Source: an optimization exercise on an open RTL-to-GDS flow (aim: small area, a short achievable clock period and few clock cycles). Production flows keep margins and buffers that such runs may drop.
Where RTL was checked, it was by simulation tests only, not by an equivalence proof against the original.
Power is estimated from default activity; no workload was simulated.

== run 1 ==
Design LBP, start of the top module:
module LBP(
	clk,
	reset,
	gray_addr,
	gray_req,
	gray_ready,
	gray_data,
	lbp_addr,
	lbp_valid,
	lbp_data,
	finish
);
clock: 5.0 ns
lec_check: 0
cap_margin: 20
core_margin: 2
core_utilization: 65
cts_buf_list: sky130_fd_sc_hd__clkbuf_4
setup_slack_margin: 3
slew_margin: 20
standard.sh (not shown) runs the stock make flow with config.mk's settings and CLKGATE_MAP_FILE= SYNTH_SCRIPT=/design/flow/synth_recipe.tcl, a recipe that flattens the netlist after the stock synthesis.
==> flow/flow/run.sh <==
#!/bin/bash
# Standard ORFS flow, with port buffers and timing repair free to use any
# buffer/gate size instead of only same-footprint swaps, and a clock tree
# built without dummy balancing loads.
set -euo pipefail
export CTS_ARGS="-sink_clustering_enable -repair_clock_nets -buf_list sky130_fd_sc_hd__clkbuf_4 -root_buf sky130_fd_sc_hd__clkbuf_16 -dont_use_dummy_load"
bash standard.sh MATCH_CELL_FOOTPRINT=0 "BUFFER_PORTS_ARGS=-buffer_cell sky130_fd_sc_hd__buf_2" finish > standard_flow.log 2>&1
Testbench counts of run 1, summed over its fixed seeds: cycles 64,518.
The following lists how run 2 was set up differently from run 1:
- CTS_BUF_LIST changed from sky130_fd_sc_hd__clkbuf_4 to sky130_fd_sc_hd__clkbuf_8
==> flow/flow/run.sh <==
#!/bin/bash
# Standard ORFS flow, with port buffers and timing repair free to use any
# buffer/gate size instead of only same-footprint swaps, and a clock tree
# built without dummy balancing loads.
set -euo pipefail
export CTS_ARGS="-sink_clustering_enable -repair_clock_nets -buf_list sky130_fd_sc_hd__clkbuf_8 -root_buf sky130_fd_sc_hd__clkbuf_16 -dont_use_dummy_load"
bash standard.sh MATCH_CELL_FOOTPRINT=0 "BUFFER_PORTS_ARGS=-buffer_cell sky130_fd_sc_hd__buf_1" finish > standard_flow.log 2>&1
Run 2 finished end to end and its layout was clean on timing, DRC and antenna.
Re number of global-route vias before repair: run 1 was higher than run 2.
Per the comparison of run 2 with run 1, post-route total power went up 7.8%, worst setup margin went down 26 ps, routing usage on met1 held.
Modified inputs, run 3 compared to run 2
- CTS_BUF_LIST changed from sky130_fd_sc_hd__clkbuf_8 to sky130_fd_sc_hd__clkbuf_4
==> flow/flow/run.sh <==
#!/bin/bash
# Standard ORFS flow, with port buffers and timing repair free to use any
# buffer/gate size instead of only same-footprint swaps, and a clock tree
# built without dummy balancing loads.
set -euo pipefail
export CTS_ARGS="-sink_clustering_enable -repair_clock_nets -buf_list sky130_fd_sc_hd__clkbuf_4 -root_buf sky130_fd_sc_hd__clkbuf_16 -dont_use_dummy_load"
bash standard.sh MATCH_CELL_FOOTPRINT=0 "BUFFER_PORTS_ARGS=-buffer_cell sky130_fd_sc_hd__buf_1" finish > standard_flow.log 2>&1
## What came out
For run 2 and run 3, there was not a single run that failed to finish clean. Against run 2, run 3 reports a logic gate share of total power that is higher. Going from run 2 to run 3, first-iteration DRC count increased about 1.2%; switching power decreased 3.8%; final non-filler cell area decreased about 1.8%. Clock transition at the registers of the reported paths came out higher on run 3 than on run 2. Summary of the comparison: worst clock skew is higher in run 3, relative to run 2.

========
Another version of the RTL of LBP (not shown whole).
For scale: roughly 410 cells after synthesis, roughly 50 I/O pins, about 0.0050 mm2 of cells after synthesis.
make LEC_CHECK=0 CAP_MARGIN=20 CORE_MARGIN=2 CORE_UTILIZATION=65 CTS_BUF_LIST=sky130_fd_sc_hd__clkbuf_8 SETUP_SLACK_MARGIN=3 SLEW_MARGIN=20 finish   # period 5.0 ns
run.sh (not shown) runs the stock make flow with config.mk's settings and CLKGATE_MAP_FILE= SYNTH_SCRIPT=/design/flow/synth_recipe.tcl, a recipe that flattens the netlist after the stock synthesis.
Stock flow here: none of the scripts above is used.
Edit:
--- a/flow/config.mk
+++ b/flow/config.mk
@@ -9,5 +9,4 @@
 export CORE_MARGIN = 2
 export CORE_UTILIZATION = 65
-export CTS_BUF_LIST = sky130_fd_sc_hd__clkbuf_8
 export SETUP_SLACK_MARGIN = 3
 export SLEW_MARGIN = 20
Outcome:
- total power went up by roughly a tenth
- final area went up by a few percent
- clock skew went down by 0.0048 ns
- global-route usage went up by 1.2 points
Edit:
==> flow/flow/run.sh (new file) <==
#!/bin/bash
# Standard ORFS flow, with port buffers and timing repair free to use any
# buffer/gate size instead of only same-footprint swaps.
set -euo pipefail
bash standard.sh MATCH_CELL_FOOTPRINT=0 "BUFFER_PORTS_ARGS=-buffer_cell sky130_fd_sc_hd__buf_2" finish > standard_flow.log 2>&1
==> flow/standard.sh (new file) <==
#!/bin/bash
# synth_recipe.tcl (not shown) runs the flow's synth.tcl, then flattens the netlist and writes it again
# the make line also repeats each setting of config.mk as NAME=value (left out here)
make -C /OpenROAD-flow-scripts/flow DESIGN_CONFIG=/design/flow/config.mk WORK_HOME=/design/flow/orfs CLKGATE_MAP_FILE= SYNTH_SCRIPT=/design/flow/synth_recipe.tcl "${@:-finish}"
--- a/flow/config.mk
+++ b/flow/config.mk
@@ -9,4 +9,5 @@
 export CORE_MARGIN = 2
 export CORE_UTILIZATION = 65
+export CTS_BUF_LIST = sky130_fd_sc_hd__clkbuf_8
 export SETUP_SLACK_MARGIN = 3
 export SLEW_MARGIN = 20
removed: flow/run.sh
The changed run went through all stages and came out clean. Hold slack hardly moves. Clock power falls by 29%. Setup slack gains 0.095 ns. Fmax rises by 4.6%. Sequential power barely changes. Count of clock-buffer cells in the layout rises by 2. Non-clock buffer count falls by 8. Wire length falls by 20%.
Edit:
==> flow/run.sh (new file) <==
#!/bin/bash
# synth_recipe.tcl (not shown) runs the flow's synth.tcl, then flattens the netlist and writes it again
# the make line also repeats each setting of config.mk as NAME=value (left out here)
make -C /OpenROAD-flow-scripts/flow DESIGN_CONFIG=/design/flow/config.mk WORK_HOME=/design/flow/orfs CLKGATE_MAP_FILE= SYNTH_SCRIPT=/design/flow/synth_recipe.tcl finish
--- a/flow/config.mk
+++ b/flow/config.mk
@@ -9,5 +9,3 @@
 export CORE_MARGIN = 2
 export CORE_UTILIZATION = 65
-export CTS_BUF_LIST = sky130_fd_sc_hd__clkbuf_8
-export SETUP_SLACK_MARGIN = 3
 export SLEW_MARGIN = 20
removed: flow/flow/run.sh
removed: flow/standard.sh
Global-route usage is higher by 1.7 points.
Cell area rises by 3.0%.
Synthesized cell count stays the same.
Total power rose by 12%.
Synthesized area does not change.
Maximum frequency falls by 24%.
Non-clock buffer count fell by 20.
Register-to-register slack gets worse by 0.34 ns.
Clock power rises by 40%.
Count of clock-buffer cells in the layout goes down by 2.
No functional check of the RTL was part of any run of this note.

========
LBP, a different RTL version from the one above (not shown whole).
Size: about 50 I/O pins.
clock: 5.0 ns
lec_check: 0
cap_margin: 20
core_margin: 2
core_utilization: 65
cts_buf_list: sky130_fd_sc_hd__clkbuf_4
setup_slack_margin: 3
slew_margin: 20
standard.sh (not shown) runs the stock make flow with config.mk's settings and CLKGATE_MAP_FILE= SYNTH_SCRIPT=/design/flow/synth_recipe.tcl, a recipe that flattens the netlist after the stock synthesis.
==> flow/flow/run.sh <==
#!/bin/bash
# Standard ORFS flow, with port buffers and timing repair free to use any
# buffer/gate size instead of only same-footprint swaps, and a clock tree
# built without dummy balancing loads.
set -euo pipefail
export CTS_ARGS="-sink_clustering_enable -repair_clock_nets -buf_list sky130_fd_sc_hd__clkbuf_4 -root_buf sky130_fd_sc_hd__clkbuf_16 -dont_use_dummy_load"
bash standard.sh MATCH_CELL_FOOTPRINT=0 "BUFFER_PORTS_ARGS=-buffer_cell sky130_fd_sc_hd__buf_2" finish > standard_flow.log 2>&1
The baseline went through all stages and came out clean.
Testbench counts at the start, summed over its fixed seeds: cycles 64,518.
Change:
==> flow/flow/run.sh (replaced) <==
#!/bin/bash
# Standard ORFS flow, with port buffers and timing repair free to use any
# buffer/gate size instead of only same-footprint swaps, and a clock tree
# built without dummy balancing loads.
set -euo pipefail
export CTS_ARGS="-sink_clustering_enable -repair_clock_nets -buf_list sky130_fd_sc_hd__clkbuf_8 -root_buf sky130_fd_sc_hd__clkbuf_16 -dont_use_dummy_load"
bash standard.sh MATCH_CELL_FOOTPRINT=0 "BUFFER_PORTS_ARGS=-buffer_cell sky130_fd_sc_hd__buf_1" finish > standard_flow.log 2>&1
CTS_BUF_LIST = sky130_fd_sc_hd__clkbuf_8   (was sky130_fd_sc_hd__clkbuf_4)
Sequential power barely changes.
Clock-buffer cell count stays the same.
Cell area increases slightly.
Hold slack is better by 3.6 ps.
Area after synthesis does not change.
Critical path depth drops by 5.
Routed wire length decreases by a few percent.
Change:
--- a/flow/flow/run.sh
+++ b/flow/flow/run.sh
@@ -6 +6 @@
-export CTS_ARGS="-sink_clustering_enable -repair_clock_nets -buf_list sky130_fd_sc_hd__clkbuf_8 -root_buf sky130_fd_sc_hd__clkbuf_16 -dont_use_dummy_load"
+export CTS_ARGS="-sink_clustering_enable -repair_clock_nets -buf_list sky130_fd_sc_hd__clkbuf_4 -root_buf sky130_fd_sc_hd__clkbuf_16 -dont_use_dummy_load"
CTS_BUF_LIST = sky130_fd_sc_hd__clkbuf_4   (was sky130_fd_sc_hd__clkbuf_8)
SETUP_SLACK_MARGIN = 3.1   (was 3)
Via count rises by 1.5%.
Global-route usage rises by 0.56 points.
Worst hold slack degrades by 3.9 ps.
Core utilization rises by 1.7 points.
Wire length rises by about 8%.
Final area rises by about 2.2%.
Sequential power hardly moves.

========
Setup of purple:
LBP, a different RTL version from the one above (not shown whole).
Size: ~400 cells after synthesis, about 140 flip-flops, ~0.0044 mm^2 of cells after synthesis.
Settings: LEC_CHECK=0, CAP_MARGIN=20, CORE_MARGIN=2, CORE_UTILIZATION=65, CTS_BUF_LIST=sky130_fd_sc_hd__clkbuf_4, SETUP_SLACK_MARGIN=3, SLEW_MARGIN=20; clock period 5.0 ns.
==> flow/flow/run.sh <==
#!/bin/bash
# Standard ORFS flow, with port buffers and timing repair free to use any
# buffer/gate size instead of only same-footprint swaps, and a clock tree
# built without dummy balancing loads.
set -euo pipefail
export CTS_ARGS="-sink_clustering_enable -repair_clock_nets -buf_list sky130_fd_sc_hd__clkbuf_4 -root_buf sky130_fd_sc_hd__clkbuf_16 -dont_use_dummy_load"
bash standard.sh MATCH_CELL_FOOTPRINT=0 "BUFFER_PORTS_ARGS=-buffer_cell sky130_fd_sc_hd__buf_2" finish > standard_flow.log 2>&1
Edits applied to the flow inputs when going from purple to red:
Settings: CTS_BUF_LIST changed from sky130_fd_sc_hd__clkbuf_4 to sky130_fd_sc_hd__clkbuf_8.
==> flow/flow/run.sh <==
#!/bin/bash
# Standard ORFS flow, with port buffers and timing repair free to use any
# buffer/gate size instead of only same-footprint swaps, and a clock tree
# built without dummy balancing loads.
set -euo pipefail
export CTS_ARGS="-sink_clustering_enable -repair_clock_nets -buf_list sky130_fd_sc_hd__clkbuf_8 -root_buf sky130_fd_sc_hd__clkbuf_16 -dont_use_dummy_load"
bash standard.sh MATCH_CELL_FOOTPRINT=0 "BUFFER_PORTS_ARGS=-buffer_cell sky130_fd_sc_hd__buf_1" finish > standard_flow.log 2>&1
Compared with purple, red shows final area that has gone up slightly.
red vs purple, clock share of power went up by 6.0 points.
From purple to red the numbers moved as follows: worst setup slack decreased by 0.040 ns relative to the old numbers; hold slack moved down; period utilization increased 0.80 points.
Delta (red minus purple): power increased 8.5%, combinational share of power went down.
Total global routing track utilization delta (purple -> red): insignificant
Against purple, red comes in 0.54 points higher on post-route core utilization.
Measured against each other, purple and red differ in wire length, the higher figure coming from purple.
Function was not checked in any run of this note: the RTL went through the layout flow alone.

==> afterwards: timing with drivers on the ports <==
How much do the figures lean on ideal ports? The routed layouts below were timed once more, with nothing changed but the port constraints. Step 1: set_driving_cell puts a clkbuf_16 on clk and a buf_2 on each other input, an assumption about the parent block. Step 2 moves the port delays by t, midway between the first and last clock arrival at a register: inputs arrive t later, outputs are due t later. That takes back most of the time a late clock gives input paths. Slacks: ideal ports / drivers / drivers and shift; pairs: ideal ports / drivers.
run | shift t [ns] | slack for setup (ns) | slew at the worst register clock pin (ns)
run 1 | 0.364 | 3.058 / 3.023 / 2.727 | 0.11 / 0.11
run 2 | 0.378 | 3.031 / 3.019 / 2.709 | 0.07 / 0.07
run 3 | 0.379 | 3.021 / 3.015 / 2.709 | 0.11 / 0.11
the first run of note 2 | 0.464 | 2.926 / 2.895 / 2.607 | 0.10 / 0.10
the second run of note 2 | 0.534 | 2.851 / 2.825 / 2.477 | 0.07 / 0.07
the third run of note 2 | 0.443 | 2.946 / 2.914 / 2.586 | 0.09 / 0.09
the fourth run of note 2 | 0.547 | 2.286 / 2.253 / 1.854 | 0.07 / 0.07
the first run of note 3 | 0.379 | 3.024 / 3.007 / 2.662 | 0.12 / 0.12
the second run of note 3 | 0.382 | 3.051 / 3.018 / 2.694 | 0.08 / 0.08
the third run of note 3 | 0.371 | 3.050 / 3.042 / 2.682 | 0.12 / 0.12
purple | 0.367 | 3.067 / 3.034 / 2.792 | 0.11 / 0.11
red | 0.383 | 3.027 / 2.994 / 2.767 | 0.08 / 0.08
After both steps every run listed still meets setup and hold. For the fourth run of note 2, which loses most, drivers alone change the setup slack by -0.033 ns; drivers and shift together by -0.432 ns.
